Source: an optimization exercise on an open RTL-to-GDS flow (aim: small area and a short achievable clock period). Production flows keep margins and buffers that such runs may drop.
In this exercise RTL edits were held to simulation tests only and were not proved equivalent to the original.
Power figures rest on the tool's default switching activity, not on a simulated workload.

===== flow/constraint.sdc =====
create_clock -name core_clock -period 2.8 [get_ports {clock}]
set_input_delay 0.5600 -clock core_clock [delete_from_list [all_inputs] [get_ports {clock}]]
set_output_delay 0.5600 -clock core_clock [all_outputs]
set_load 0.01 [all_outputs]

===== flow/config.mk =====
export PLATFORM = sky130hd
export DESIGN_NAME = piped_wallace_mult
export DESIGN_NICKNAME = piped_wallace_mult
export VERILOG_FILES = /design/flow/design.v
export SDC_FILE = /design/flow/constraint.sdc
export NUM_CORES = 4
export LEC_CHECK = 0
export ABC_CLOCK_PERIOD_IN_PS = 1500
export CAP_MARGIN = 20
export CORE_MARGIN = 2
export CORE_UTILIZATION = 65
export SETUP_SLACK_MARGIN = 1.0
export SLEW_MARGIN = 20

===== flow/run.sh =====
#!/bin/bash
# synth_recipe.tcl (not shown) runs the flow's synth.tcl, then flattens the netlist and writes it again
# the make line also repeats each setting of config.mk as NAME=value (left out here)
make -C /OpenROAD-flow-scripts/flow DESIGN_CONFIG=/design/flow/config.mk WORK_HOME=/design/flow/orfs CLKGATE_MAP_FILE= SYNTH_SCRIPT=/design/flow/synth_recipe.tcl finish

===== flow/design.v =====
module piped_wallace_mult(
    input wire clock, reset,
    input wire [15:0] x, y,
    output reg [31:0] prod
);
    reg [40:0] r1;
    reg [114:0] r2;
    reg [62:0] r3;
    reg v1, v2, v3;
    wire p1 = ((r1[0] & r1[16])) ^ r1[18];
    wire p2 = ((r1[1] & r1[16]) | (r1[0] & r1[17])) ^ r1[18];
    wire p3 = ((r1[2] & r1[16]) | (r1[1] & r1[17])) ^ r1[18];
    wire p4 = ((r1[3] & r1[16]) | (r1[2] & r1[17])) ^ r1[18];
    wire p5 = ((r1[4] & r1[16]) | (r1[3] & r1[17])) ^ r1[18];
    wire p6 = ((r1[5] & r1[16]) | (r1[4] & r1[17])) ^ r1[18];
    wire p7 = ((r1[6] & r1[16]) | (r1[5] & r1[17])) ^ r1[18];
    wire p8 = ((r1[7] & r1[16]) | (r1[6] & r1[17])) ^ r1[18];
    wire p9 = ((r1[8] & r1[16]) | (r1[7] & r1[17])) ^ r1[18];
    wire p10 = ((r1[9] & r1[16]) | (r1[8] & r1[17])) ^ r1[18];
    wire p11 = ((r1[10] & r1[16]) | (r1[9] & r1[17])) ^ r1[18];
    wire p12 = ((r1[11] & r1[16]) | (r1[10] & r1[17])) ^ r1[18];
    wire p13 = ((r1[12] & r1[16]) | (r1[11] & r1[17])) ^ r1[18];
    wire p14 = ((r1[13] & r1[16]) | (r1[12] & r1[17])) ^ r1[18];
    wire p15 = ((r1[14] & r1[16]) | (r1[13] & r1[17])) ^ r1[18];
    wire p16 = ((r1[15] & r1[16]) | (r1[14] & r1[17])) ^ r1[18];
    wire p17 = ((r1[15] & r1[17])) ^ r1[18];
    wire p18 = ~r1[18];
    wire p19 = ((r1[0] & r1[19])) ^ r1[21];
    wire p20 = ((r1[1] & r1[19]) | (r1[0] & r1[20])) ^ r1[21];
    wire p21 = ((r1[2] & r1[19]) | (r1[1] & r1[20])) ^ r1[21];
    wire p22 = ((r1[3] & r1[19]) | (r1[2] & r1[20])) ^ r1[21];
    wire p23 = ((r1[4] & r1[19]) | (r1[3] & r1[20])) ^ r1[21];
    wire p24 = ((r1[5] & r1[19]) | (r1[4] & r1[20])) ^ r1[21];
    wire p25 = ((r1[6] & r1[19]) | (r1[5] & r1[20])) ^ r1[21];
    wire p26 = ((r1[7] & r1[19]) | (r1[6] & r1[20])) ^ r1[21];
    wire p27 = ((r1[8] & r1[19]) | (r1[7] & r1[20])) ^ r1[21];
    wire p28 = ((r1[9] & r1[19]) | (r1[8] & r1[20])) ^ r1[21];
    wire p29 = ((r1[10] & r1[19]) | (r1[9] & r1[20])) ^ r1[21];
    wire p30 = ((r1[11] & r1[19]) | (r1[10] & r1[20])) ^ r1[21];
    wire p31 = ((r1[12] & r1[19]) | (r1[11] & r1[20])) ^ r1[21];
    wire p32 = ((r1[13] & r1[19]) | (r1[12] & r1[20])) ^ r1[21];
    wire p33 = ((r1[14] & r1[19]) | (r1[13] & r1[20])) ^ r1[21];
    wire p34 = ((r1[15] & r1[19]) | (r1[14] & r1[20])) ^ r1[21];
    wire p35 = ((r1[15] & r1[20])) ^ r1[21];
    wire p36 = ~r1[21];
    wire p37 = ((r1[0] & r1[22])) ^ r1[24];
    wire p38 = ((r1[1] & r1[22]) | (r1[0] & r1[23])) ^ r1[24];
    wire p39 = ((r1[2] & r1[22]) | (r1[1] & r1[23])) ^ r1[24];
    wire p40 = ((r1[3] & r1[22]) | (r1[2] & r1[23])) ^ r1[24];
    wire p41 = ((r1[4] & r1[22]) | (r1[3] & r1[23])) ^ r1[24];
    wire p42 = ((r1[5] & r1[22]) | (r1[4] & r1[23])) ^ r1[24];
    wire p43 = ((r1[6] & r1[22]) | (r1[5] & r1[23])) ^ r1[24];
    wire p44 = ((r1[7] & r1[22]) | (r1[6] & r1[23])) ^ r1[24];
    wire p45 = ((r1[8] & r1[22]) | (r1[7] & r1[23])) ^ r1[24];
    wire p46 = ((r1[9] & r1[22]) | (r1[8] & r1[23])) ^ r1[24];
    wire p47 = ((r1[10] & r1[22]) | (r1[9] & r1[23])) ^ r1[24];
    wire p48 = ((r1[11] & r1[22]) | (r1[10] & r1[23])) ^ r1[24];
    wire p49 = ((r1[12] & r1[22]) | (r1[11] & r1[23])) ^ r1[24];
    wire p50 = ((r1[13] & r1[22]) | (r1[12] & r1[23])) ^ r1[24];
    wire p51 = ((r1[14] & r1[22]) | (r1[13] & r1[23])) ^ r1[24];
    wire p52 = ((r1[15] & r1[22]) | (r1[14] & r1[23])) ^ r1[24];
    wire p53 = ((r1[15] & r1[23])) ^ r1[24];
    wire p54 = ~r1[24];
    wire p55 = ((r1[0] & r1[25])) ^ r1[27];
    wire p56 = ((r1[1] & r1[25]) | (r1[0] & r1[26])) ^ r1[27];
    wire p57 = ((r1[2] & r1[25]) | (r1[1] & r1[26])) ^ r1[27];
    wire p58 = ((r1[3] & r1[25]) | (r1[2] & r1[26])) ^ r1[27];
    wire p59 = ((r1[4] & r1[25]) | (r1[3] & r1[26])) ^ r1[27];
    wire p60 = ((r1[5] & r1[25]) | (r1[4] & r1[26])) ^ r1[27];
    wire p61 = ((r1[6] & r1[25]) | (r1[5] & r1[26])) ^ r1[27];
    wire p62 = ((r1[7] & r1[25]) | (r1[6] & r1[26])) ^ r1[27];
    wire p63 = ((r1[8] & r1[25]) | (r1[7] & r1[26])) ^ r1[27];
    wire p64 = ((r1[9] & r1[25]) | (r1[8] & r1[26])) ^ r1[27];
    wire p65 = ((r1[10] & r1[25]) | (r1[9] & r1[26])) ^ r1[27];
    wire p66 = ((r1[11] & r1[25]) | (r1[10] & r1[26])) ^ r1[27];
    wire p67 = ((r1[12] & r1[25]) | (r1[11] & r1[26])) ^ r1[27];
    wire p68 = ((r1[13] & r1[25]) | (r1[12] & r1[26])) ^ r1[27];
    wire p69 = ((r1[14] & r1[25]) | (r1[13] & r1[26])) ^ r1[27];
    wire p70 = ((r1[15] & r1[25]) | (r1[14] & r1[26])) ^ r1[27];
    wire p71 = ((r1[15] & r1[26])) ^ r1[27];
    wire p72 = ~r1[27];
    wire p73 = ((r1[0] & r1[28])) ^ r1[30];
    wire p74 = ((r1[1] & r1[28]) | (r1[0] & r1[29])) ^ r1[30];
    wire p75 = ((r1[2] & r1[28]) | (r1[1] & r1[29])) ^ r1[30];
    wire p76 = ((r1[3] & r1[28]) | (r1[2] & r1[29])) ^ r1[30];
    wire p77 = ((r1[4] & r1[28]) | (r1[3] & r1[29])) ^ r1[30];
    wire p78 = ((r1[5] & r1[28]) | (r1[4] & r1[29])) ^ r1[30];
    wire p79 = ((r1[6] & r1[28]) | (r1[5] & r1[29])) ^ r1[30];
    wire p80 = ((r1[7] & r1[28]) | (r1[6] & r1[29])) ^ r1[30];
    wire p81 = ((r1[8] & r1[28]) | (r1[7] & r1[29])) ^ r1[30];
    wire p82 = ((r1[9] & r1[28]) | (r1[8] & r1[29])) ^ r1[30];
    wire p83 = ((r1[10] & r1[28]) | (r1[9] & r1[29])) ^ r1[30];
    wire p84 = ((r1[11] & r1[28]) | (r1[10] & r1[29])) ^ r1[30];
    wire p85 = ((r1[12] & r1[28]) | (r1[11] & r1[29])) ^ r1[30];
    wire p86 = ((r1[13] & r1[28]) | (r1[12] & r1[29])) ^ r1[30];
    wire p87 = ((r1[14] & r1[28]) | (r1[13] & r1[29])) ^ r1[30];
    wire p88 = ((r1[15] & r1[28]) | (r1[14] & r1[29])) ^ r1[30];
    wire p89 = ((r1[15] & r1[29])) ^ r1[30];
    wire p90 = ~r1[30];
    wire p91 = ((r1[0] & r1[31])) ^ r1[33];
    wire p92 = ((r1[1] & r1[31]) | (r1[0] & r1[32])) ^ r1[33];
    wire p93 = ((r1[2] & r1[31]) | (r1[1] & r1[32])) ^ r1[33];
    wire p94 = ((r1[3] & r1[31]) | (r1[2] & r1[32])) ^ r1[33];
    wire p95 = ((r1[4] & r1[31]) | (r1[3] & r1[32])) ^ r1[33];
    wire p96 = ((r1[5] & r1[31]) | (r1[4] & r1[32])) ^ r1[33];
    wire p97 = ((r1[6] & r1[31]) | (r1[5] & r1[32])) ^ r1[33];
    wire p98 = ((r1[7] & r1[31]) | (r1[6] & r1[32])) ^ r1[33];
    wire p99 = ((r1[8] & r1[31]) | (r1[7] & r1[32])) ^ r1[33];
    wire p100 = ((r1[9] & r1[31]) | (r1[8] & r1[32])) ^ r1[33];
    wire p101 = ((r1[10] & r1[31]) | (r1[9] & r1[32])) ^ r1[33];
    wire p102 = ((r1[11] & r1[31]) | (r1[10] & r1[32])) ^ r1[33];
    wire p103 = ((r1[12] & r1[31]) | (r1[11] & r1[32])) ^ r1[33];
    wire p104 = ((r1[13] & r1[31]) | (r1[12] & r1[32])) ^ r1[33];
    wire p105 = ((r1[14] & r1[31]) | (r1[13] & r1[32])) ^ r1[33];
    wire p106 = ((r1[15] & r1[31]) | (r1[14] & r1[32])) ^ r1[33];
    wire p107 = ((r1[15] & r1[32])) ^ r1[33];
    wire p108 = ~r1[33];
    wire p109 = ((r1[0] & r1[34])) ^ r1[36];
    wire p110 = ((r1[1] & r1[34]) | (r1[0] & r1[35])) ^ r1[36];
    wire p111 = ((r1[2] & r1[34]) | (r1[1] & r1[35])) ^ r1[36];
    wire p112 = ((r1[3] & r1[34]) | (r1[2] & r1[35])) ^ r1[36];
    wire p113 = ((r1[4] & r1[34]) | (r1[3] & r1[35])) ^ r1[36];
    wire p114 = ((r1[5] & r1[34]) | (r1[4] & r1[35])) ^ r1[36];
    wire p115 = ((r1[6] & r1[34]) | (r1[5] & r1[35])) ^ r1[36];
    wire p116 = ((r1[7] & r1[34]) | (r1[6] & r1[35])) ^ r1[36];
    wire p117 = ((r1[8] & r1[34]) | (r1[7] & r1[35])) ^ r1[36];
    wire p118 = ((r1[9] & r1[34]) | (r1[8] & r1[35])) ^ r1[36];
    wire p119 = ((r1[10] & r1[34]) | (r1[9] & r1[35])) ^ r1[36];
    wire p120 = ((r1[11] & r1[34]) | (r1[10] & r1[35])) ^ r1[36];
    wire p121 = ((r1[12] & r1[34]) | (r1[11] & r1[35])) ^ r1[36];
    wire p122 = ((r1[13] & r1[34]) | (r1[12] & r1[35])) ^ r1[36];
    wire p123 = ((r1[14] & r1[34]) | (r1[13] & r1[35])) ^ r1[36];
    wire p124 = ((r1[15] & r1[34]) | (r1[14] & r1[35])) ^ r1[36];
    wire p125 = ((r1[15] & r1[35])) ^ r1[36];
    wire p126 = ~r1[36];
    wire p127 = ((r1[0] & r1[37])) ^ r1[39];
    wire p128 = ((r1[1] & r1[37]) | (r1[0] & r1[38])) ^ r1[39];
    wire p129 = ((r1[2] & r1[37]) | (r1[1] & r1[38])) ^ r1[39];
    wire p130 = ((r1[3] & r1[37]) | (r1[2] & r1[38])) ^ r1[39];
    wire p131 = ((r1[4] & r1[37]) | (r1[3] & r1[38])) ^ r1[39];
    wire p132 = ((r1[5] & r1[37]) | (r1[4] & r1[38])) ^ r1[39];
    wire p133 = ((r1[6] & r1[37]) | (r1[5] & r1[38])) ^ r1[39];
    wire p134 = ((r1[7] & r1[37]) | (r1[6] & r1[38])) ^ r1[39];
    wire p135 = ((r1[8] & r1[37]) | (r1[7] & r1[38])) ^ r1[39];
    wire p136 = ((r1[9] & r1[37]) | (r1[8] & r1[38])) ^ r1[39];
    wire p137 = ((r1[10] & r1[37]) | (r1[9] & r1[38])) ^ r1[39];
    wire p138 = ((r1[11] & r1[37]) | (r1[10] & r1[38])) ^ r1[39];
    wire p139 = ((r1[12] & r1[37]) | (r1[11] & r1[38])) ^ r1[39];
    wire p140 = ((r1[13] & r1[37]) | (r1[12] & r1[38])) ^ r1[39];
    wire p141 = ((r1[14] & r1[37]) | (r1[13] & r1[38])) ^ r1[39];
    wire p142 = ((r1[15] & r1[37]) | (r1[14] & r1[38])) ^ r1[39];
    wire p143 = ((r1[15] & r1[38])) ^ r1[39];
    wire p144 = ~r1[39];
    wire p145 = r1[0] & r1[40];
    wire p146 = r1[1] & r1[40];
    wire p147 = r1[2] & r1[40];
    wire p148 = r1[3] & r1[40];
    wire p149 = r1[4] & r1[40];
    wire p150 = r1[5] & r1[40];
    wire p151 = r1[6] & r1[40];
    wire p152 = r1[7] & r1[40];
    wire p153 = r1[8] & r1[40];
    wire p154 = r1[9] & r1[40];
    wire p155 = r1[10] & r1[40];
    wire p156 = r1[11] & r1[40];
    wire p157 = r1[12] & r1[40];
    wire p158 = r1[13] & r1[40];
    wire p159 = r1[14] & r1[40];
    wire p160 = r1[15] & r1[40];
    wire s161 = r1[33] ^ p11;
    wire c162 = r1[33] & p11;
    wire s163 = p12 ^ p28;
    wire c164 = p12 & p28;
    wire s165 = r1[36] ^ p13 ^ p29;
    wire c166 = (r1[36] & p13) | (r1[36] & p29) | (p13 & p29);
    wire s167 = p45 ^ p61;
    wire c168 = p45 & p61;
    wire s169 = p14 ^ p30 ^ p46;
    wire c170 = (p14 & p30) | (p14 & p46) | (p30 & p46);
    wire s171 = p62 ^ p78;
    wire c172 = p62 & p78;
    wire s173 = r1[39] ^ p15 ^ p31;
    wire c174 = (r1[39] & p15) | (r1[39] & p31) | (p15 & p31);
    wire s175 = p47 ^ p63 ^ p79;
    wire c176 = (p47 & p63) | (p47 & p79) | (p63 & p79);
    wire s177 = p95 ^ p111;
    wire c178 = p95 & p111;
    wire s179 = p16 ^ p32 ^ p48;
    wire c180 = (p16 & p32) | (p16 & p48) | (p32 & p48);
    wire s181 = p64 ^ p80 ^ p96;
    wire c182 = (p64 & p80) | (p64 & p96) | (p80 & p96);
    wire s183 = p112 ^ p128;
    wire c184 = p112 & p128;
    wire s185 = p17 ^ p33 ^ p49;
    wire c186 = (p17 & p33) | (p17 & p49) | (p33 & p49);
    wire s187 = p65 ^ p81 ^ p97;
    wire c188 = (p65 & p81) | (p65 & p97) | (p81 & p97);
    wire s189 = p113 ^ p129 ^ p145;
    wire c190 = (p113 & p129) | (p113 & p145) | (p129 & p145);
    wire s191 = r1[18] ^ p34 ^ p50;
    wire c192 = (r1[18] & p34) | (r1[18] & p50) | (p34 & p50);
    wire s193 = p66 ^ p82 ^ p98;
    wire c194 = (p66 & p82) | (p66 & p98) | (p82 & p98);
    wire s195 = p114 ^ p130 ^ p146;
    wire c196 = (p114 & p130) | (p114 & p146) | (p130 & p146);
    wire s197 = r1[18] ^ p35 ^ p51;
    wire c198 = (r1[18] & p35) | (r1[18] & p51) | (p35 & p51);
    wire s199 = p67 ^ p83 ^ p99;
    wire c200 = (p67 & p83) | (p67 & p99) | (p83 & p99);
    wire s201 = p115 ^ p131 ^ p147;
    wire c202 = (p115 & p131) | (p115 & p147) | (p131 & p147);
    wire s203 = p18 ^ p36 ^ p52;
    wire c204 = (p18 & p36) | (p18 & p52) | (p36 & p52);
    wire s205 = p68 ^ p84 ^ p100;
    wire c206 = (p68 & p84) | (p68 & p100) | (p84 & p100);
    wire s207 = p116 ^ p132 ^ p148;
    wire c208 = (p116 & p132) | (p116 & p148) | (p132 & p148);
    wire s209 = 1'b1 ^ p53 ^ p69;
    wire c210 = (1'b1 & p53) | (1'b1 & p69) | (p53 & p69);
    wire s211 = p85 ^ p101 ^ p117;
    wire c212 = (p85 & p101) | (p85 & p117) | (p101 & p117);
    wire s213 = p133 ^ p149;
    wire c214 = p133 & p149;
    wire s215 = p54 ^ p70 ^ p86;
    wire c216 = (p54 & p70) | (p54 & p86) | (p70 & p86);
    wire s217 = p102 ^ p118 ^ p134;
    wire c218 = (p102 & p118) | (p102 & p134) | (p118 & p134);
    wire s219 = 1'b1 ^ p71 ^ p87;
    wire c220 = (1'b1 & p71) | (1'b1 & p87) | (p71 & p87);
    wire s221 = p103 ^ p119;
    wire c222 = p103 & p119;
    wire s223 = p72 ^ p88 ^ p104;
    wire c224 = (p72 & p88) | (p72 & p104) | (p88 & p104);
    wire s225 = 1'b1 ^ p89;
    wire c226 = 1'b1 & p89;
    wire s227 = r1[27] ^ p7;
    wire c228 = r1[27] & p7;
    wire s229 = p8 ^ p24;
    wire c230 = p8 & p24;
    wire s231 = r1[30] ^ p9 ^ p25;
    wire c232 = (r1[30] & p9) | (r1[30] & p25) | (p9 & p25);
    wire s233 = p41 ^ p57;
    wire c234 = p41 & p57;
    wire s235 = p10 ^ p26 ^ p42;
    wire c236 = (p10 & p26) | (p10 & p42) | (p26 & p42);
    wire s237 = p58 ^ p74;
    wire c238 = p58 & p74;
    wire s239 = p27 ^ p43 ^ p59;
    wire c240 = (p27 & p43) | (p27 & p59) | (p43 & p59);
    wire s241 = p75 ^ p91 ^ s161;
    wire c242 = (p75 & p91) | (p75 & s161) | (p91 & s161);
    wire s243 = p44 ^ p60 ^ p76;
    wire c244 = (p44 & p60) | (p44 & p76) | (p60 & p76);
    wire s245 = p92 ^ c162 ^ s163;
    wire c246 = (p92 & c162) | (p92 & s163) | (c162 & s163);
    wire s247 = p77 ^ p93 ^ p109;
    wire c248 = (p77 & p93) | (p77 & p109) | (p93 & p109);
    wire s249 = c164 ^ s167 ^ s165;
    wire c250 = (c164 & s167) | (c164 & s165) | (s167 & s165);
    wire s251 = p94 ^ p110 ^ c168;
    wire c252 = (p94 & p110) | (p94 & c168) | (p110 & c168);
    wire s253 = s171 ^ c166 ^ s169;
    wire c254 = (s171 & c166) | (s171 & s169) | (c166 & s169);
    wire s255 = p127 ^ c172 ^ s177;
    wire c256 = (p127 & c172) | (p127 & s177) | (c172 & s177);
    wire s257 = c170 ^ s173 ^ s175;
    wire c258 = (c170 & s173) | (c170 & s175) | (s173 & s175);
    wire s259 = c178 ^ s183 ^ c174;
    wire c260 = (c178 & s183) | (c178 & c174) | (s183 & c174);
    wire s261 = c176 ^ s179 ^ s181;
    wire c262 = (c176 & s179) | (c176 & s181) | (s179 & s181);
    wire s263 = c184 ^ c180 ^ c182;
    wire c264 = (c184 & c180) | (c184 & c182) | (c180 & c182);
    wire s265 = s185 ^ s187 ^ s189;
    wire c266 = (s185 & s187) | (s185 & s189) | (s187 & s189);
    wire s267 = c186 ^ c188 ^ c190;
    wire c268 = (c186 & c188) | (c186 & c190) | (c188 & c190);
    wire s269 = s191 ^ s193 ^ s195;
    wire c270 = (s191 & s193) | (s191 & s195) | (s193 & s195);
    wire s271 = c192 ^ c194 ^ c196;
    wire c272 = (c192 & c194) | (c192 & c196) | (c194 & c196);
    wire s273 = s197 ^ s199 ^ s201;
    wire c274 = (s197 & s199) | (s197 & s201) | (s199 & s201);
    wire s275 = c198 ^ c200 ^ c202;
    wire c276 = (c198 & c200) | (c198 & c202) | (c200 & c202);
    wire s277 = s203 ^ s205 ^ s207;
    wire c278 = (s203 & s205) | (s203 & s207) | (s205 & s207);
    wire s279 = s213 ^ c204 ^ c206;
    wire c280 = (s213 & c204) | (s213 & c206) | (c204 & c206);
    wire s281 = c208 ^ s209 ^ s211;
    wire c282 = (c208 & s209) | (c208 & s211) | (s209 & s211);
    wire s283 = p150 ^ c214 ^ c210;
    wire c284 = (p150 & c214) | (p150 & c210) | (c214 & c210);
    wire s285 = c212 ^ s215 ^ s217;
    wire c286 = (c212 & s215) | (c212 & s217) | (s215 & s217);
    wire s287 = p135 ^ p151 ^ s221;
    wire c288 = (p135 & p151) | (p135 & s221) | (p151 & s221);
    wire s289 = c216 ^ c218 ^ s219;
    wire c290 = (c216 & c218) | (c216 & s219) | (c218 & s219);
    wire s291 = p120 ^ p136 ^ p152;
    wire c292 = (p120 & p136) | (p120 & p152) | (p136 & p152);
    wire s293 = c222 ^ c220 ^ s223;
    wire c294 = (c222 & c220) | (c222 & s223) | (c220 & s223);
    wire s295 = p105 ^ p121 ^ p137;
    wire c296 = (p105 & p121) | (p105 & p137) | (p121 & p137);
    wire s297 = p153 ^ s225 ^ c224;
    wire c298 = (p153 & s225) | (p153 & c224) | (s225 & c224);
    wire s299 = p90 ^ p106 ^ p122;
    wire c300 = (p90 & p106) | (p90 & p122) | (p106 & p122);
    wire s301 = p138 ^ p154 ^ c226;
    wire c302 = (p138 & p154) | (p138 & c226) | (p154 & c226);
    wire s303 = 1'b1 ^ p107 ^ p123;
    wire c304 = (1'b1 & p107) | (1'b1 & p123) | (p107 & p123);
    wire s305 = p139 ^ p155;
    wire c306 = p139 & p155;
    wire s307 = p108 ^ p124 ^ p140;
    wire c308 = (p108 & p124) | (p108 & p140) | (p124 & p140);
    wire s309 = 1'b1 ^ p125;
    wire c310 = 1'b1 & p125;
    wire s311 = r2[8] ^ r2[9];
    wire c312 = r2[8] & r2[9];
    wire s313 = r2[12] ^ r2[13];
    wire c314 = r2[12] & r2[13];
    wire s315 = r2[15] ^ r2[16] ^ r2[17];
    wire c316 = (r2[15] & r2[16]) | (r2[15] & r2[17]) | (r2[16] & r2[17]);
    wire s317 = r2[19] ^ r2[20] ^ r2[21];
    wire c318 = (r2[19] & r2[20]) | (r2[19] & r2[21]) | (r2[20] & r2[21]);
    wire s319 = r2[23] ^ r2[24] ^ r2[25];
    wire c320 = (r2[23] & r2[24]) | (r2[23] & r2[25]) | (r2[24] & r2[25]);
    wire s321 = r2[27] ^ r2[28] ^ r2[29];
    wire c322 = (r2[27] & r2[28]) | (r2[27] & r2[29]) | (r2[28] & r2[29]);
    wire s323 = r2[31] ^ r2[32] ^ r2[33];
    wire c324 = (r2[31] & r2[32]) | (r2[31] & r2[33]) | (r2[32] & r2[33]);
    wire s325 = r2[35] ^ r2[36] ^ r2[37];
    wire c326 = (r2[35] & r2[36]) | (r2[35] & r2[37]) | (r2[36] & r2[37]);
    wire s327 = r2[39] ^ r2[40] ^ r2[41];
    wire c328 = (r2[39] & r2[40]) | (r2[39] & r2[41]) | (r2[40] & r2[41]);
    wire s329 = r2[43] ^ r2[44] ^ r2[45];
    wire c330 = (r2[43] & r2[44]) | (r2[43] & r2[45]) | (r2[44] & r2[45]);
    wire s331 = r2[47] ^ r2[48] ^ r2[49];
    wire c332 = (r2[47] & r2[48]) | (r2[47] & r2[49]) | (r2[48] & r2[49]);
    wire s333 = r2[51] ^ r2[52] ^ r2[53];
    wire c334 = (r2[51] & r2[52]) | (r2[51] & r2[53]) | (r2[52] & r2[53]);
    wire s335 = r2[55] ^ r2[56] ^ r2[57];
    wire c336 = (r2[55] & r2[56]) | (r2[55] & r2[57]) | (r2[56] & r2[57]);
    wire s337 = r2[59] ^ r2[60] ^ r2[61];
    wire c338 = (r2[59] & r2[60]) | (r2[59] & r2[61]) | (r2[60] & r2[61]);
    wire s339 = r2[63] ^ r2[64] ^ r2[65];
    wire c340 = (r2[63] & r2[64]) | (r2[63] & r2[65]) | (r2[64] & r2[65]);
    wire s341 = r2[67] ^ r2[68] ^ r2[69];
    wire c342 = (r2[67] & r2[68]) | (r2[67] & r2[69]) | (r2[68] & r2[69]);
    wire s343 = r2[71] ^ r2[72] ^ r2[73];
    wire c344 = (r2[71] & r2[72]) | (r2[71] & r2[73]) | (r2[72] & r2[73]);
    wire s345 = r2[75] ^ r2[76] ^ r2[77];
    wire c346 = (r2[75] & r2[76]) | (r2[75] & r2[77]) | (r2[76] & r2[77]);
    wire s347 = r2[79] ^ r2[80] ^ r2[81];
    wire c348 = (r2[79] & r2[80]) | (r2[79] & r2[81]) | (r2[80] & r2[81]);
    wire s349 = r2[83] ^ r2[84] ^ r2[85];
    wire c350 = (r2[83] & r2[84]) | (r2[83] & r2[85]) | (r2[84] & r2[85]);
    wire s351 = r2[87] ^ r2[88] ^ r2[89];
    wire c352 = (r2[87] & r2[88]) | (r2[87] & r2[89]) | (r2[88] & r2[89]);
    wire s353 = r2[91] ^ r2[92] ^ r2[93];
    wire c354 = (r2[91] & r2[92]) | (r2[91] & r2[93]) | (r2[92] & r2[93]);
    wire s355 = r2[95] ^ r2[96] ^ r2[97];
    wire c356 = (r2[95] & r2[96]) | (r2[95] & r2[97]) | (r2[96] & r2[97]);
    wire s357 = r2[99] ^ r2[100] ^ r2[101];
    wire c358 = (r2[99] & r2[100]) | (r2[99] & r2[101]) | (r2[100] & r2[101]);
    wire s359 = r2[103] ^ r2[104] ^ r2[105];
    wire c360 = (r2[103] & r2[104]) | (r2[103] & r2[105]) | (r2[104] & r2[105]);
    wire s361 = r2[107] ^ r2[108] ^ r2[109];
    wire c362 = (r2[107] & r2[108]) | (r2[107] & r2[109]) | (r2[108] & r2[109]);
    wire s363 = 1'b1 ^ r2[111];
    wire c364 = 1'b1 & r2[111];
    wire s365 = r2[3] ^ r2[4];
    wire c366 = r2[3] & r2[4];
    wire s367 = r2[6] ^ r2[7];
    wire c368 = r2[6] & r2[7];
    wire s369 = r2[10] ^ r2[11] ^ s311;
    wire c370 = (r2[10] & r2[11]) | (r2[10] & s311) | (r2[11] & s311);
    wire s371 = r2[14] ^ c312 ^ s313;
    wire c372 = (r2[14] & c312) | (r2[14] & s313) | (c312 & s313);
    wire s373 = r2[18] ^ c314 ^ s315;
    wire c374 = (r2[18] & c314) | (r2[18] & s315) | (c314 & s315);
    wire s375 = r2[22] ^ c316 ^ s317;
    wire c376 = (r2[22] & c316) | (r2[22] & s317) | (c316 & s317);
    wire s377 = r2[26] ^ c318 ^ s319;
    wire c378 = (r2[26] & c318) | (r2[26] & s319) | (c318 & s319);
    wire s379 = r2[30] ^ c320 ^ s321;
    wire c380 = (r2[30] & c320) | (r2[30] & s321) | (c320 & s321);
    wire s381 = r2[34] ^ c322 ^ s323;
    wire c382 = (r2[34] & c322) | (r2[34] & s323) | (c322 & s323);
    wire s383 = r2[38] ^ c324 ^ s325;
    wire c384 = (r2[38] & c324) | (r2[38] & s325) | (c324 & s325);
    wire s385 = r2[42] ^ c326 ^ s327;
    wire c386 = (r2[42] & c326) | (r2[42] & s327) | (c326 & s327);
    wire s387 = r2[46] ^ c328 ^ s329;
    wire c388 = (r2[46] & c328) | (r2[46] & s329) | (c328 & s329);
    wire s389 = r2[50] ^ c330 ^ s331;
    wire c390 = (r2[50] & c330) | (r2[50] & s331) | (c330 & s331);
    wire s391 = r2[54] ^ c332 ^ s333;
    wire c392 = (r2[54] & c332) | (r2[54] & s333) | (c332 & s333);
    wire s393 = r2[58] ^ c334 ^ s335;
    wire c394 = (r2[58] & c334) | (r2[58] & s335) | (c334 & s335);
    wire s395 = r2[62] ^ c336 ^ s337;
    wire c396 = (r2[62] & c336) | (r2[62] & s337) | (c336 & s337);
    wire s397 = r2[66] ^ c338 ^ s339;
    wire c398 = (r2[66] & c338) | (r2[66] & s339) | (c338 & s339);
    wire s399 = r2[70] ^ c340 ^ s341;
    wire c400 = (r2[70] & c340) | (r2[70] & s341) | (c340 & s341);
    wire s401 = r2[74] ^ c342 ^ s343;
    wire c402 = (r2[74] & c342) | (r2[74] & s343) | (c342 & s343);
    wire s403 = r2[78] ^ c344 ^ s345;
    wire c404 = (r2[78] & c344) | (r2[78] & s345) | (c344 & s345);
    wire s405 = r2[82] ^ c346 ^ s347;
    wire c406 = (r2[82] & c346) | (r2[82] & s347) | (c346 & s347);
    wire s407 = r2[86] ^ c348 ^ s349;
    wire c408 = (r2[86] & c348) | (r2[86] & s349) | (c348 & s349);
    wire s409 = r2[90] ^ c350 ^ s351;
    wire c410 = (r2[90] & c350) | (r2[90] & s351) | (c350 & s351);
    wire s411 = r2[94] ^ c352 ^ s353;
    wire c412 = (r2[94] & c352) | (r2[94] & s353) | (c352 & s353);
    wire s413 = r2[98] ^ c354 ^ s355;
    wire c414 = (r2[98] & c354) | (r2[98] & s355) | (c354 & s355);
    wire s415 = r2[102] ^ c356 ^ s357;
    wire c416 = (r2[102] & c356) | (r2[102] & s357) | (c356 & s357);
    wire s417 = r2[106] ^ c358 ^ s359;
    wire c418 = (r2[106] & c358) | (r2[106] & s359) | (c358 & s359);
    wire s419 = r2[110] ^ c360 ^ s361;
    wire c420 = (r2[110] & c360) | (r2[110] & s361) | (c360 & s361);
    wire s421 = r2[112] ^ s363 ^ c362;
    wire c422 = (r2[112] & s363) | (r2[112] & c362) | (s363 & c362);
    wire s423 = r2[113] ^ r2[114] ^ c364;
    wire c424 = (r2[113] & r2[114]) | (r2[113] & c364) | (r2[114] & c364);
    wire g425 = r2[0] & r2[1];
    wire q426 = r2[0] ^ r2[1];
    wire g427 = r3[3] & r3[4];
    wire q428 = r3[3] ^ r3[4];
    wire g429 = r3[5] & r3[6];
    wire q430 = r3[5] ^ r3[6];
    wire g431 = r3[7] & r3[8];
    wire q432 = r3[7] ^ r3[8];
    wire g433 = r3[9] & r3[10];
    wire q434 = r3[9] ^ r3[10];
    wire g435 = r3[11] & r3[12];
    wire q436 = r3[11] ^ r3[12];
    wire g437 = r3[13] & r3[14];
    wire q438 = r3[13] ^ r3[14];
    wire g439 = r3[15] & r3[16];
    wire q440 = r3[15] ^ r3[16];
    wire g441 = r3[17] & r3[18];
    wire q442 = r3[17] ^ r3[18];
    wire g443 = r3[19] & r3[20];
    wire q444 = r3[19] ^ r3[20];
    wire g445 = r3[21] & r3[22];
    wire q446 = r3[21] ^ r3[22];
    wire g447 = r3[23] & r3[24];
    wire q448 = r3[23] ^ r3[24];
    wire g449 = r3[25] & r3[26];
    wire q450 = r3[25] ^ r3[26];
    wire g451 = r3[27] & r3[28];
    wire q452 = r3[27] ^ r3[28];
    wire g453 = r3[29] & r3[30];
    wire q454 = r3[29] ^ r3[30];
    wire g455 = r3[31] & r3[32];
    wire q456 = r3[31] ^ r3[32];
    wire g457 = r3[33] & r3[34];
    wire q458 = r3[33] ^ r3[34];
    wire g459 = r3[35] & r3[36];
    wire q460 = r3[35] ^ r3[36];
    wire g461 = r3[37] & r3[38];
    wire q462 = r3[37] ^ r3[38];
    wire g463 = r3[39] & r3[40];
    wire q464 = r3[39] ^ r3[40];
    wire g465 = r3[41] & r3[42];
    wire q466 = r3[41] ^ r3[42];
    wire g467 = r3[43] & r3[44];
    wire q468 = r3[43] ^ r3[44];
    wire g469 = r3[45] & r3[46];
    wire q470 = r3[45] ^ r3[46];
    wire g471 = r3[47] & r3[48];
    wire q472 = r3[47] ^ r3[48];
    wire g473 = r3[49] & r3[50];
    wire q474 = r3[49] ^ r3[50];
    wire g475 = r3[51] & r3[52];
    wire q476 = r3[51] ^ r3[52];
    wire g477 = r3[53] & r3[54];
    wire q478 = r3[53] ^ r3[54];
    wire g479 = r3[55] & r3[56];
    wire q480 = r3[55] ^ r3[56];
    wire g481 = r3[57] & r3[58];
    wire q482 = r3[57] ^ r3[58];
    wire g483 = r3[59] & r3[60];
    wire q484 = r3[59] ^ r3[60];
    wire g485 = r3[61] & r3[62];
    wire q486 = r3[61] ^ r3[62];
    wire t487 = r3[2] & r3[1];
    wire t488 = g429 | (q430 & g427);
    wire u489 = q430 & q428;
    wire t490 = g433 | (q434 & g431);
    wire u491 = q434 & q432;
    wire t492 = g437 | (q438 & g435);
    wire u493 = q438 & q436;
    wire t494 = g441 | (q442 & g439);
    wire u495 = q442 & q440;
    wire t496 = g445 | (q446 & g443);
    wire u497 = q446 & q444;
    wire t498 = g449 | (q450 & g447);
    wire u499 = q450 & q448;
    wire t500 = g453 | (q454 & g451);
    wire u501 = q454 & q452;
    wire t502 = g457 | (q458 & g455);
    wire u503 = q458 & q456;
    wire t504 = g461 | (q462 & g459);
    wire u505 = q462 & q460;
    wire t506 = g465 | (q466 & g463);
    wire u507 = q466 & q464;
    wire t508 = g469 | (q470 & g467);
    wire u509 = q470 & q468;
    wire t510 = g473 | (q474 & g471);
    wire u511 = q474 & q472;
    wire t512 = g477 | (q478 & g475);
    wire u513 = q478 & q476;
    wire t514 = g481 | (q482 & g479);
    wire u515 = q482 & q480;
    wire t516 = g485 | (q486 & g483);
    wire u517 = q486 & q484;
    wire t518 = g427 | (q428 & t487);
    wire t519 = t488 | (u489 & t487);
    wire t520 = g435 | (q436 & t490);
    wire u521 = q436 & u491;
    wire t522 = t492 | (u493 & t490);
    wire u523 = u493 & u491;
    wire t524 = g443 | (q444 & t494);
    wire u525 = q444 & u495;
    wire t526 = t496 | (u497 & t494);
    wire u527 = u497 & u495;
    wire t528 = g451 | (q452 & t498);
    wire u529 = q452 & u499;
    wire t530 = t500 | (u501 & t498);
    wire u531 = u501 & u499;
    wire t532 = g459 | (q460 & t502);
    wire u533 = q460 & u503;
    wire t534 = t504 | (u505 & t502);
    wire u535 = u505 & u503;
    wire t536 = g467 | (q468 & t506);
    wire u537 = q468 & u507;
    wire t538 = t508 | (u509 & t506);
    wire u539 = u509 & u507;
    wire t540 = g475 | (q476 & t510);
    wire u541 = q476 & u511;
    wire t542 = t512 | (u513 & t510);
    wire u543 = u513 & u511;
    wire t544 = g483 | (q484 & t514);
    wire u545 = q484 & u515;
    wire t546 = t516 | (u517 & t514);
    wire u547 = u517 & u515;
    wire t548 = g431 | (q432 & t519);
    wire t549 = t490 | (u491 & t519);
    wire t550 = t520 | (u521 & t519);
    wire t551 = t522 | (u523 & t519);
    wire t552 = g447 | (q448 & t526);
    wire u553 = q448 & u527;
    wire t554 = t498 | (u499 & t526);
    wire u555 = u499 & u527;
    wire t556 = t528 | (u529 & t526);
    wire u557 = u529 & u527;
    wire t558 = t530 | (u531 & t526);
    wire u559 = u531 & u527;
    wire t560 = g463 | (q464 & t534);
    wire u561 = q464 & u535;
    wire t562 = t506 | (u507 & t534);
    wire u563 = u507 & u535;
    wire t564 = t536 | (u537 & t534);
    wire u565 = u537 & u535;
    wire t566 = t538 | (u539 & t534);
    wire u567 = u539 & u535;
    wire t568 = g479 | (q480 & t542);
    wire u569 = q480 & u543;
    wire t570 = t514 | (u515 & t542);
    wire u571 = u515 & u543;
    wire t572 = t544 | (u545 & t542);
    wire u573 = u545 & u543;
    wire t574 = t546 | (u547 & t542);
    wire u575 = u547 & u543;
    wire t576 = g439 | (q440 & t551);
    wire t577 = t494 | (u495 & t551);
    wire t578 = t524 | (u525 & t551);
    wire t579 = t526 | (u527 & t551);
    wire t580 = t552 | (u553 & t551);
    wire t581 = t554 | (u555 & t551);
    wire t582 = t556 | (u557 & t551);
    wire t583 = t558 | (u559 & t551);
    wire t584 = g471 | (q472 & t566);
    wire u585 = q472 & u567;
    wire t586 = t510 | (u511 & t566);
    wire u587 = u511 & u567;
    wire t588 = t540 | (u541 & t566);
    wire u589 = u541 & u567;
    wire t590 = t542 | (u543 & t566);
    wire u591 = u543 & u567;
    wire t592 = t568 | (u569 & t566);
    wire u593 = u569 & u567;
    wire t594 = t570 | (u571 & t566);
    wire u595 = u571 & u567;
    wire t596 = t572 | (u573 & t566);
    wire u597 = u573 & u567;
    wire t598 = t574 | (u575 & t566);
    wire u599 = u575 & u567;
    wire t600 = g455 | (q456 & t583);
    wire t601 = t502 | (u503 & t583);
    wire t602 = t532 | (u533 & t583);
    wire t603 = t534 | (u535 & t583);
    wire t604 = t560 | (u561 & t583);
    wire t605 = t562 | (u563 & t583);
    wire t606 = t564 | (u565 & t583);
    wire t607 = t566 | (u567 & t583);
    wire t608 = t584 | (u585 & t583);
    wire t609 = t586 | (u587 & t583);
    wire t610 = t588 | (u589 & t583);
    wire t611 = t590 | (u591 & t583);
    wire t612 = t592 | (u593 & t583);
    wire t613 = t594 | (u595 & t583);
    wire t614 = t596 | (u597 & t583);
    wire t615 = t598 | (u599 & t583);
    wire z616 = r3[2] ^ r3[1];
    wire z617 = q428 ^ t487;
    wire z618 = q430 ^ t518;
    wire z619 = q432 ^ t519;
    wire z620 = q434 ^ t548;
    wire z621 = q436 ^ t549;
    wire z622 = q438 ^ t550;
    wire z623 = q440 ^ t551;
    wire z624 = q442 ^ t576;
    wire z625 = q444 ^ t577;
    wire z626 = q446 ^ t578;
    wire z627 = q448 ^ t579;
    wire z628 = q450 ^ t580;
    wire z629 = q452 ^ t581;
    wire z630 = q454 ^ t582;
    wire z631 = q456 ^ t583;
    wire z632 = q458 ^ t600;
    wire z633 = q460 ^ t601;
    wire z634 = q462 ^ t602;
    wire z635 = q464 ^ t603;
    wire z636 = q466 ^ t604;
    wire z637 = q468 ^ t605;
    wire z638 = q470 ^ t606;
    wire z639 = q472 ^ t607;
    wire z640 = q474 ^ t608;
    wire z641 = q476 ^ t609;
    wire z642 = q478 ^ t610;
    wire z643 = q480 ^ t611;
    wire z644 = q482 ^ t612;
    wire z645 = q484 ^ t613;
    wire z646 = q486 ^ t614;
    wire [31:0] result = {z646, z645, z644, z643, z642, z641, z640, z639, z638, z637, z636, z635, z634, z633, z632, z631, z630, z629, z628, z627, z626, z625, z624, z623, z622, z621, z620, z619, z618, z617, z616, r3[0]};
    always @(posedge clock) begin
        r1 <= {(1'b0 ^ y[15]), y[15], ((y[15] & ~y[14] & ~y[13]) | (~y[15] & y[14] & y[13])), (y[14] ^ y[13]), y[13], ((y[13] & ~y[12] & ~y[11]) | (~y[13] & y[12] & y[11])), (y[12] ^ y[11]), y[11], ((y[11] & ~y[10] & ~y[9]) | (~y[11] & y[10] & y[9])), (y[10] ^ y[9]), y[9], ((y[9] & ~y[8] & ~y[7]) | (~y[9] & y[8] & y[7])), (y[8] ^ y[7]), y[7], ((y[7] & ~y[6] & ~y[5]) | (~y[7] & y[6] & y[5])), (y[6] ^ y[5]), y[5], ((y[5] & ~y[4] & ~y[3]) | (~y[5] & y[4] & y[3])), (y[4] ^ y[3]), y[3], ((y[3] & ~y[2] & ~y[1]) | (~y[3] & y[2] & y[1])), (y[2] ^ y[1]), y[1], ((y[1] & ~y[0] & ~1'b0) | (~y[1] & y[0] & 1'b0)), (y[0] ^ 1'b0), x[15], x[14], x[13], x[12], x[11], x[10], x[9], x[8], x[7], x[6], x[5], x[4], x[3], x[2], x[1], x[0]};
        r2 <= {p160, p144, p159, p143, p158, p142, p126, c310, p157, p141, s309, c308, p156, s307, c306, c304, s305, s303, c302, c300, s301, s299, c298, c296, s297, s295, c294, c292, s293, s291, c290, c288, s289, s287, c286, c284, s285, s283, c282, c280, s281, s279, c278, c276, s277, s275, c274, c272, s273, s271, c270, c268, s269, s267, c266, c264, s265, s263, c262, c260, s261, s259, c258, c256, s257, s255, c254, c252, s253, s251, c250, c248, s249, s247, c246, c244, s245, s243, c242, c240, s241, s239, c238, c236, s237, s235, c234, c232, p73, s233, s231, c230, p56, p40, s229, c228, p55, p39, p23, s227, p38, p22, p6, p37, p21, p5, r1[24], p20, p4, p19, p3, r1[21], p2, p1, r1[18]};
        r3 <= {s423, c422, s421, c420, s419, c418, s417, c416, s415, c414, s413, c412, s411, c410, s409, c408, s407, c406, s405, c404, s403, c402, s401, c400, s399, c398, s397, c396, s395, c394, s393, c392, s391, c390, s389, c388, s387, c386, s385, c384, s383, c382, s381, c380, s379, c378, s377, c376, s375, c374, s373, c372, s371, c370, s369, c368, s367, c366, r2[5], s365, r2[2], g425, q426};
    end
    always @(posedge clock or posedge reset)
        if (reset) begin
            v1 <= 1'b0; v2 <= 1'b0; v3 <= 1'b0; prod <= 32'd0;
        end else begin
            v1 <= 1'b1; v2 <= v1; v3 <= v2;
            prod <= v3 ? result : 32'd0;
        end
endmodule

==> flow_summary.yaml, run 1 <==
status:
  run_status: "timing/DRC/antenna clean"
power:
  power_density_nw_per_um2: 1080
  power_mw: 17.5
  power_leakage_nw: 6.66
  power.ir.vdd_worst_v: 0.000643
global_route:
  first_global_vias: 8423
  grt_first_pass_wirelength_um: 46100
  grt_remaining_overflow: 0
  grt_util_all_layers_pct: 29.7
  antenna_found_initial: 0
  grt_start_max_net_pins: 36
timing:
  skew_ns: 0.0280
  final_critical_path_share_of_the_clock_period_pct: 75.9
  fin_ws_ns: 0.676
  report.final.setup_viol: 0
  setup_tns_ns: 0
  drv_slew: 0
  maxClockFrequency_mhz: 471
  grt_setup_unrepaired: "yes"
  finalCriticalPeriod_ns: 2.12
  report.final.hold_viol_count: 0
placement:
  count_of_port_buffers_added_during_placement: 65
  pre_cts_slack_ns: 0.480
  dpl-instance-area_sq_um: 13600
  place.gp.congestion: 0.898
  detailed_place_hpwl_um: 19200
final_layout:
  mostFrequentLayoutCells: "164 x dfxtp_1, 102 x xnor2_1, 89 x buf_4, 78 x fa_1, 62 x a22oi_1"
  drive_above_1_share_pct: 36.1
  finish.instance_area_sq_um: 16100
  mostFrequentLayoutCell: "dfxtp_1"
  area_growth_syn_to_layout_pct: 31.9
  total_area_of_multi_input_combinational_cells_sq_um: 7510
  nets: 1386
  regArea_sq_um: 5400
  n_fill_cell: 847
  number_of_antenna_diodes: 0
logic_synthesis:
  synth_area_leaders: "dfxtp_1 36%, fa_1 18%, xnor2_1 8.7%"
  mappedNetlistNets: 1246
  yosys.area.top_type: "dfxtp_1"
  synth-async-reset-ratio_pct: 13.8
  seq_cells_post_synth: 253
  synth_area_per_cell_sq_um: 11.7
  synth_top_area_share_pct: 35.6
  sequential_fraction_of_the_synthesis_area_pct: 42.8
  synth_cell_type_count: 59
  synth_ff_type: "dfxtp_1"
  ys.warnings.count: 1
  post_synth_instance_area_sq_um: 12200
  synth_enable_flop_cells: 0
  synth_instances: 1049
drt:
  drc_violations_left: 0
  via_per_inst: 5.85
  detailroute.via_count: 8427
  drt_iter0_drc: 606
  routedWlPerCell_um: 22.2
  first_pass_iters: 5
  drt_wl_total_um: 32000
  route.antenna.remaining_nets: 0
setup_path:
  worst_path_cell_trace: "ha_4 -> o211ai_1 -> buf_4 -> o211ai_4 -> nand3_4 -> a21oi_4 -> o2111ai_2 -> a21o_1 -> a21oi_2"
  critPathRequiredTime_ns: 3.25
  critical_path.top_delay_family: "compound AO/OA/AOI/OAI gates"
  timing.critical_path.fanout_max: 4
  reg2reg_from: "r3[9]"
  timing.critical_path.buf_inv: 1
  cpMaxStageDelayCell: "dfxtp_2"
  worst_r2r_path_depth: 9
  criticalPathCategory: "flip-flop to flip-flop"
  timing.critical_path.from_type: "flip-flop"
  crit-reg2reg-capture: "prod[27]"
  end_kind: "flip-flop"
  timing.critical_path.slowest_cell_delay_ns: 0.33
  cp_data_arrival_time_ns: 2.58
  worst-r2r-setup-slack_ns: 0.68
floorplanning:
  initial_utilization_pct: 65.9
  io-pin-count: 66
  die_w_um: 141
  die_area_sq_um: 20000
  rows: 50
  core_area_sq_um: 18600
  die_y_um: 141
hold_path:
  worst_hold_startpoint: "r2[5]"
  hold-path-cell-count: 0
  worst_hold_path.endpoint: "r3[4]"
  hp-class: "flip-flop to flip-flop"
clock_tree:
  numCtsBuffers: 26
  clkTransAtPathRegs_ns: 0.06
  root_buffer: "clkbuf_16"
  cts.hold.buffers_added: 0
  tritoncts_num_sinks: 253
  htree_num_levels: 1
  clock_insertion_delay_worst_skew_ns: 0.54
  cts.path.max_buffers: 3
  tritoncts: "done"
job:
  maximum_capacitance_violations: 0
==> sequential cells by signal, summed over array words and instances, names as in the netlist <==
signal / count
prod: 32
r1: 40
r2: 115
r3: 63
v1: 1
v2: 1
v3: 1
==> through the flow <==
| step | utilization (%) | instances | hold slack, ns |
|---|---|---|---|
| finish | 86.9 | 1440 | 0.336 |
| global route | 86.9 | 1440 | 0.340 |
| CTS | 83.4 | 1414 | 0.327 |
| detailed placement | 73.4 | 1318 | 0.321 |
| global placement | 73.4 | 1318 | 0.312 |
| floorplan | - | 1049 | 0.310 |
==> cell usage after synthesis (all sizes together), types with 3 or more instances <==
master and number:
nand2 32, and3 3, xor2 39, nand3 8, nor2 29, a211oi 3
nor3 5, a21o 8, o211ai 4, and2 16, ha 51, a22oi 121
dfrtp 35, dfxtp 218, inv 71, xnor2 122, nor3b 3, buf 8
a31o 3, o21ai 14, nand2b 9, fa 112, nand3b 7, clkbuf 75
nand4 6, a21oi 24
==> metal layers <==
metal	vias to the layer above	track usage, %	share of wire [%]
li1	3749	-	-
met1	4190	41.9	41
met2	407	48.9	49
met3	81	4.76	7.3
met4	0	7.42	2.8
met5	-	0	0
==> worst max path at each step <==
stage                       from       end  cells past startpoint  slack, ns
after CTS                 r3[25]  prod[31]                      9       0.71
after floorplan           r1[37]    r2[62]                      7       0.82
final                      r3[9]  prod[27]                      9       0.68
after global routing       r3[8]  prod[27]                      9       0.58
after detailed placement   r1[8]    r2[46]                      5       0.48
after global placement    r1[10]    r2[58]                      5       0.52
==> cell type report <==
cell class,count,share of cell area [%]
Clock buffer,37,4.67
Multi-Input combinational cell,641,46.5
Inverter,72,1.67
Timing Repair Buffer,195,11.3
Sequential cell,253,33.4
Tap cell,234,1.81
Clock inverter,8,0.659
==> kinds of logic (layout without fill, tap and decap cells) <==
group,count (synthesis),in the layout,share of synthesized area [%]
XOR/XNOR,161,161,11.5
AND/OR/NAND/NOR,123,123,5.13
AO/OA/AOI/OAI,190,190,11.9
flip-flops,253,253,42.8
multiplexers,3,3,0.286
buffers and inverters,155,312,4.81
adder cells (fa/ha/maj),163,163,23.5
other,1,1,0.0306
==> report_power, final <==
group          total, mW  switching [mW]  internal, mW
Combinational       8.35            4.16          4.18
Sequential          5.72           0.862          4.86
Clock               3.45            1.39          2.06
Total               17.5            6.42          11.1
==> timing repair <==
item / 4_1_cts / 5_1_grt
pin swaps: 86 / 95
endpoints found under the setup margin: 118 / 71
hold endpoints to repair: 0 / 0
gates cloned: 1 / 1
buffers inserted: 50 / 25
resized for setup: 225 / 91
==> run 2: changes to the inputs <==
--- a/flow/config.mk
+++ b/flow/config.mk
@@ -5,9 +5,8 @@
 export SDC_FILE = /design/flow/constraint.sdc
 export NUM_CORES = 4
 export LEC_CHECK = 0
-export ABC_CLOCK_PERIOD_IN_PS = 1500
 export CAP_MARGIN = 20
 export CORE_MARGIN = 2
 export CORE_UTILIZATION = 65
-export SETUP_SLACK_MARGIN = 1.0
+export PLACE_DENSITY = 0.75
 export SLEW_MARGIN = 20
==> run 2 against run 1 <==
- via count shrank 8.6%
- highest routed layer unchanged
- design area is 13% lower
- register-to-register slack got worse by 0.23 ns
- critical endpoint is now r2[50]
==> flow_summary.yaml, run 2 <==
power:
  power_mw: 14.7
  power_density_nw_per_um2: 1040
  power_leakage_nw: 5.93
  power.ir.vdd_worst_v: 0.000510
drt:
  route.antenna.remaining_nets: 0
  via_per_inst: 5.66
  drt_iter0_drc: 640
  drt_wl_total_um: 25300
  drc_violations_left: 0
  first_pass_iters: 5
  detailroute.via_count: 7701
  routedWlPerCell_um: 18.6
timing:
  maxSlewHeadroom_pct: 53.6
  drv_slew: 0
  report.final.setup_viol: 0
  grt_setup_unrepaired: "no"
  max_slew.worst_pin.slew_ns: 0.695
  setup_tns_ns: 0
  finalCriticalPeriod_ns: 2.36
  skew_ns: 0.0176
  maxClockFrequency_mhz: 424
  final_critical_path_share_of_the_clock_period_pct: 84.2
  report.final.hold_viol_count: 0
hold_path:
  hp-class: "flip-flop to flip-flop"
  hold-path-cell-count: 0
  worst_hold_path.endpoint: "r3[4]"
  worst_hold_startpoint: "r2[5]"
setup_path:
  end_kind: "flip-flop"
  worst_path_cell_trace: "a22oi_1 -> xnor2_1 -> fa_1 -> fa_1"
  most_numerous_cell_on_the_critical_path: "fa_1"
  cp_data_arrival_time_ns: 2.75
  reg2reg_from: "r1[8]"
  worst_r2r_path_depth: 4
  crit-reg2reg-capture: "r2[50]"
  timing.critical_path.fanout_max: 15
  timing.critical_path.buf_inv: 0
  timing.critical_path.from_type: "flip-flop"
  criticalPathCategory: "flip-flop to flip-flop"
  critical_path.top_delay_family: "adder cells"
  timing.critical_path.slowest_cell_delay_ns: 0.75
  cpMaxStageDelayCell: "dfxtp_1"
  worst-r2r-setup-slack_ns: 0.44
  critPathRequiredTime_ns: 3.20
logic_synthesis:
  synth_cell_type_count: 59
  yosys.area.top_type: "dfxtp_1"
  synth_area_per_cell_sq_um: 11.7
  synth_area_leaders: "dfxtp_1 36%, fa_1 18%, xnor2_1 8.7%"
  ys.warnings.count: 1
  seq_cells_post_synth: 253
  sequential_fraction_of_the_synthesis_area_pct: 42.8
  synth_instances: 1049
  mappedNetlistNets: 1246
  synth_top_area_share_pct: 35.6
  synth_enable_flop_cells: 0
  synth_ff_type: "dfxtp_1"
  synth_top_cells_by_count: "218 x dfxtp_1, 122 x xnor2_1, 120 x a22oi_1, 112 x fa_1, 75 x clkbuf_1"
  synth.most_common_cell: "dfxtp_1"
  post_synth_instance_area_sq_um: 12200
  synth-async-reset-ratio_pct: 13.8
status:
  run_status: "timing/DRC/antenna clean"
floorplanning:
  rows: 50
  die_area_sq_um: 20000
  initial_utilization_pct: 65.9
  die_y_um: 141
  io-pin-count: 66
  die_w_um: 141
  core_area_sq_um: 18600
clock_tree:
  cts.path.max_buffers: 3
  root_buffer: "clkbuf_16"
  clkTransAtPathRegs_ns: 0.06
  tritoncts_num_sinks: 253
  numCtsBuffers: 26
  htree_num_levels: 1
  post_cts_resized: 0
  clock_insertion_delay_worst_skew_ns: 0.53
  tritoncts: "done"
  cts_post_setup_buffers_inserted: 0
  cts.hold.buffers_added: 0
global_route:
  grt_remaining_overflow: 0
  antenna_found_initial: 0
  grt_first_pass_wirelength_um: 41400
  first_global_vias: 7755
  grt_util_all_layers_pct: 26.5
  use_met2_pct: 40.4
  grt_util_met3_pct: 4.93
  top_usage_layer: "met2"
  grt_start_max_net_pins: 36
  grt_use_met1_pct: 39.1
final_layout:
  n_fill_cell: 1259
  reg_top3: "r2 x115, r3 x63, r1 x40"
  final-instance-count-excl-fill: 1361
  fin_util_pct: 75.8
  mostFrequentLayoutCells: "218 x dfxtp_1, 122 x xnor2_1, 120 x a22oi_1, 112 x fa_1, 69 x inv_1"
  number_of_antenna_diodes: 0
  largest_register_ff_count: 115
  area_growth_syn_to_layout_pct: 14.9
  mostFrequentLayoutCell: "dfxtp_1"
  nets: 1305
  drive_above_1_share_pct: 10.5
  top_reg_by_flops: "r2"
  finish.instance_area_sq_um: 14100
placement:
  count_of_port_buffers_added_during_placement: 65
  place.gp.congestion: 0.957
  detailed_place_hpwl_um: 18500
  number_of_instances_in_the_placed_design: 1314
  dpl-instance-area_sq_um: 13200
job:
  maximum_capacitance_violations: 0
[run 2: cell counts after synthesis]
No cell type changed its count.
[run 2: stage by stage]
stage          setup WS (ns)  hold slack, ns
6_report               0.442           0.326
5_1_grt                0.357           0.332
4_1_cts                0.447           0.329
3_5_place_dp           0.493           0.312
3_3_place_gp           0.492           0.312
2_1_floorplan          0.488           0.310
[run 2: worst max-delay path by stage]
stage,cells past startpoint,slack [ns],startpoint,end
2_1_floorplan,6,0.49,r1[33],r2[54]
3_3_place_gp,4,0.49,r1[8],r2[50]
3_5_place_dp,4,0.49,r1[8],r2[50]
4_1_cts,4,0.45,r1[8],r2[50]
5_1_grt,5,0.36,r1[7],r2[62]
6_report,4,0.44,r1[8],r2[50]
[run 2: layout make-up]
cell class	count	area, sq um	area share, %
timing repair buffer	114	1020	7.24
inverter	72	270	1.92
multi-input combinational	641	6420	45.6
clock buffer	35	754	5.36
tap	234	293	2.08
clock inverter	12	82.6	0.587
sequential	253	5240	37.2
[run 2: layer usage]
| layer | share of wire, % | wire length, um |
|---|---|---|
| met5 | 0 | 0 |
| met4 | 3.0 | 762 |
| met3 | 8.5 | 2140 |
| met2 | 44 | 11200 |
| met1 | 44 | 11200 |
[run 2: report_power, final]
group          leakage (nW)  switching (mW)  internal [mW]
combinational          3.23            3.08           2.83
sequential             2.28           0.657           4.83
clock                 0.420            1.39           1.89
total                  5.93            5.13           9.56
[run 2: kinds of logic after synthesis]
| kind of cell | count (synthesis) | synth area share [%] |
|---|---|---|
| flops | 253 | 42.8 |
| compound gates | 190 | 11.9 |
| fa+ha+maj | 163 | 23.5 |
| xor+xnor | 161 | 11.5 |
| buf+inv | 155 | 4.81 |
| simple gates | 123 | 5.13 |
| mux | 3 | 0.286 |
| other cells | 1 | 0.0306 |
==> run 3: changes to the inputs <==
--- a/flow/config.mk
+++ b/flow/config.mk
@@ -5,8 +5,11 @@
 export SDC_FILE = /design/flow/constraint.sdc
 export NUM_CORES = 4
 export LEC_CHECK = 0
+export ABC_CLOCK_PERIOD_IN_PS = 800
 export CAP_MARGIN = 20
 export CORE_MARGIN = 2
 export CORE_UTILIZATION = 65
-export PLACE_DENSITY = 0.75
+export CTS_BUF_LIST = sky130_fd_sc_hd__clkbuf_4
+export CTS_CLUSTER_SIZE = 20
+export SETUP_SLACK_MARGIN = 1.0
 export SLEW_MARGIN = 20
==> run 3 against run 2 <==
- still clean
- sequential share of layout area down 3.2 points
- fmax up 8.7%
- die area unchanged
- sequential power up 2%
- worst hold slack worse by 0.074 ns
- via count up 8.8%
- clock power down 9.1%
- final cell count up 11%
- register-to-register slack better by 0.19 ns
- core utilization up 9.3 points
- routed wire length up 17%
- global-route usage up 2.8 points
- critical path type unchanged
- highest routed layer unchanged
==> flow_summary.yaml, run 3 <==
status:
  run_status: "timing/DRC/antenna clean"
clock_tree:
  clkTransAtPathRegs_ns: 0.07
  numCtsBuffers: 61
  clock_insertion_delay_worst_skew_ns: 0.70
  cts.path.max_buffers: 3
  tritoncts: "done"
  tritoncts_num_sinks: 253
  htree_num_levels: 2
  root_buffer: "clkbuf_4"
logic_synthesis:
  synth_cell_type_count: 59
  synth-async-reset-ratio_pct: 13.8
  synth_area_per_cell_sq_um: 11.7
  mappedNetlistNets: 1246
  synth_top_cells_by_count: "218 x dfxtp_1, 122 x xnor2_1, 120 x a22oi_1, 112 x fa_1, 75 x clkbuf_1"
  post_synth_instance_area_sq_um: 12200
  yosys.area.top_type: "dfxtp_1"
  sequential_fraction_of_the_synthesis_area_pct: 42.8
  ys.warnings.count: 1
  synth.most_common_cell: "dfxtp_1"
  synth_top_area_share_pct: 35.6
  synth_enable_flop_cells: 0
  synth_instances: 1049
  synth_ff_type: "dfxtp_1"
  synth_area_leaders: "dfxtp_1 36%, fa_1 18%, xnor2_1 8.7%"
  seq_cells_post_synth: 253
final_layout:
  mostFrequentLayoutCell: "dfxtp_1"
  largest_register_ff_count: 115
  reg_top3: "r2 x115, r3 x63, r1 x40"
  nets: 1426
  mostFrequentLayoutCells: "166 x dfxtp_1, 106 x xnor2_1, 96 x buf_4, 83 x clkbuf_4, 80 x fa_1"
  final-instance-count-excl-fill: 1508
  drive_above_1_share_pct: 39.5
  area_growth_syn_to_layout_pct: 29.1
  n_fill_cell: 971
  top_reg_by_flops: "r2"
  finish.instance_area_sq_um: 15800
floorplanning:
  core_area_sq_um: 18600
  die_w_um: 141
  die_y_um: 141
  initial_utilization_pct: 65.9
  io-pin-count: 66
  die_area_sq_um: 20000
  rows: 50
drt:
  via_per_inst: 5.56
  first_pass_iters: 5
  drc_violations_left: 0
  routedWlPerCell_um: 19.6
  drt_wl_total_um: 29600
  drt_iter0_drc: 521
  route.antenna.remaining_nets: 0
  detailroute.via_count: 8380
timing:
  final_critical_path_share_of_the_clock_period_pct: 77.5
  finalCriticalPeriod_ns: 2.17
  skew_ns: 0.0477
  report.final.hold_viol_count: 0
  setup_tns_ns: 0
  maxClockFrequency_mhz: 461
  drv_slew: 0
  fin_ws_ns: 0.630
  grt_setup_unrepaired: "yes"
  report.final.setup_viol: 0
setup_path:
  timing.critical_path.buf_inv: 2
  reg2reg_from: "r3[29]"
  timing.critical_path.slowest_cell_delay_ns: 0.33
  critical_path.top_delay_family: "compound AO/OA/AOI/OAI gates"
  timing.critical_path.from: "r3[29]"
  critPathRequiredTime_ns: 3.38
  criticalPathCategory: "flip-flop to flip-flop"
  crit_cells: 9
  crit-reg2reg-capture: "prod[26]"
  worst-r2r-setup-slack_ns: 0.63
  cp_data_arrival_time_ns: 2.75
  end_kind: "flip-flop"
  endpoint: "prod[26]"
  worst_path_cell_trace: "ha_4 -> nand4_1 -> nor3_4 -> a32oi_2 -> buf_6 -> a21oi_4 -> o21ai_4 -> buf_4 -> o311ai_2"
  timing.critical_path.from_type: "flip-flop"
  worst_r2r_path_depth: 9
  timing.critical_path.fanout_max: 3
  cpMaxStageDelayCell: "dfxtp_1"
power:
  power.share.combinational_pct: 47.6
  power_density_nw_per_um2: 1040
  cell_internal_pwr_mw: 10.3
  p_sw_share_pct: 37.3
  power_leakage_nw: 6.62
  sequentialPowerShare_pct: 34.1
  power_frac_clock_pct: 18.2
  power_mw: 16.4
  power.ir.vdd_worst_v: 0.000523
  power_spent_charging_and_discharging_nets_mw: 6.11
placement:
  place.gp.congestion: 0.898
  number_of_instances_in_the_placed_design: 1318
  pre_cts_slack_ns: 0.480
  detailed_place_hpwl_um: 19200
  dpl-instance-area_sq_um: 13600
  count_of_port_buffers_added_during_placement: 65
global_route:
  grt_remaining_overflow: 0
  antenna_found_initial: 1
  grt_first_pass_wirelength_um: 45200
  grt_util_all_layers_pct: 29.3
  grt_start_max_net_pins: 36
  first_global_vias: 8462
hold_path:
  hp-class: "input port to async pin"
job:
  maximum_capacitance_violations: 0
==> run 3: cell counts after synthesis <==
Identical to the previous run, type by type.
==> run 3: how the worst min path moves through the flow <==
| stage | depth (start not counted) | slack, ns | endpoint | start |
|---|---|---|---|---|
| after CTS | 3 | 0.21 | prod[10] | reset |
| after global placement | 0 | 0.31 | r3[4] | r2[5] |
| after floorplan | 0 | 0.31 | r3[4] | r2[5] |
| after detailed placement | 0 | 0.32 | r3[4] | r2[5] |
| after global routing | 3 | 0.27 | prod[0] | reset |
| final | 3 | 0.25 | prod[4] | reset |
==> run 3: kinds of logic (layout without fill, tap and decap cells) <==
| group | Yosys count | in the layout | synth area share, % |
|---|---|---|---|
| compound gates | 190 | 190 | 11.9 |
| xor+xnor | 161 | 161 | 11.5 |
| fa+ha+maj | 163 | 163 | 23.5 |
| buf+inv | 155 | 379 | 4.81 |
| flops | 253 | 253 | 42.8 |
| mux | 3 | 3 | 0.286 |
| other cells | 1 | 2 | 0.0306 |
| simple gates | 123 | 123 | 5.13 |
==> run 3: layer usage <==
metal | vias up | share of wire [%] | GRT usage (%)
met5 | - | 0 | 0
met4 | 0 | 2.6 | 11.3
met3 | 67 | 6.9 | 6.65
met2 | 341 | 48 | 45.2
met1 | 4108 | 43 | 41.0
li1 | 3864 | - | -
==> run 3: worst register-to-register path, delay by kind of cell (launching register included) <==
kind | cells | cell delay, ns
compound gates | 4 | 0.67
fa+ha+maj | 1 | 0.29
simple gates | 2 | 0.46
flops | 1 | 0.33
buf+inv | 2 | 0.31
==> run 3: power by group through the flow <==
stage	Combinational (mW)	Sequential, mW	Clock (mW)
after floorplan	4.62	5.43	0
after global placement	5.97	5.58	0
after detailed placement	6.19	5.62	0
after CTS	6.82	5.58	3.06
after global routing	8.58	5.69	3.24
final	7.80	5.59	2.98
==> run 3: what timing repair did <==
action | 4_1_cts | 5_1_grt
pin swaps | 101 | 57
hold buffers | 0 | 0
endpoints found under the setup margin | 113 | 96
resized for setup | 322 | 65
cloned | 0 | 0
buffers inserted | 62 | 20
==> run 3: final cells by class <==
class / instances / area [sq um] / share of cell area (%)
clock inverters: 25 / 160 / 1.01
diodes: 1 / 2.50 / 0.0158
repair buffers: 200 / 1690 / 10.7
flip-flops and latches: 253 / 5380 / 34.1
clock buffers: 82 / 616 / 3.89
well taps: 234 / 293 / 1.85
multi-input cells: 641 / 7390 / 46.8
inverters: 72 / 270 / 1.71
==> run 3: stage by stage <==
stage	util, %	hold WS, ns
3_5_place_dp	73.4	0.321
5_1_grt	85.1	0.268
2_1_floorplan	-	0.310
4_1_cts	82.7	0.210
3_3_place_gp	73.4	0.312
6_report	85.1	0.252

## afterwards: timing with drivers on the ports
The flow's constraints put no driver on any port. The routed layouts listed below were extracted and timed again, unchanged, in two steps. Step 1: set_driving_cell puts a clkbuf_16 on clock and a buf_2 on each other input, an assumption about the parent block. Step 2 times the ports against the registers' clock, not the clock port: input delays grow and output delays shrink by t, the midpoint of the rising clock arrivals with the driver on. a / b / c = ideal ports / drivers / drivers and shift; a / b = the first two.
run | t, ns | setup WS [ns] | worst setup path after step 2
run 1 | 0.570 | 0.676 / 0.676 / 0.676 | register to register
run 2 | 0.570 | 0.442 / 0.442 / 0.442 | register to register
run 3 | 0.714 | 0.630 / 0.630 / 0.630 | register to register
After both steps setup and hold are still met in every run listed.
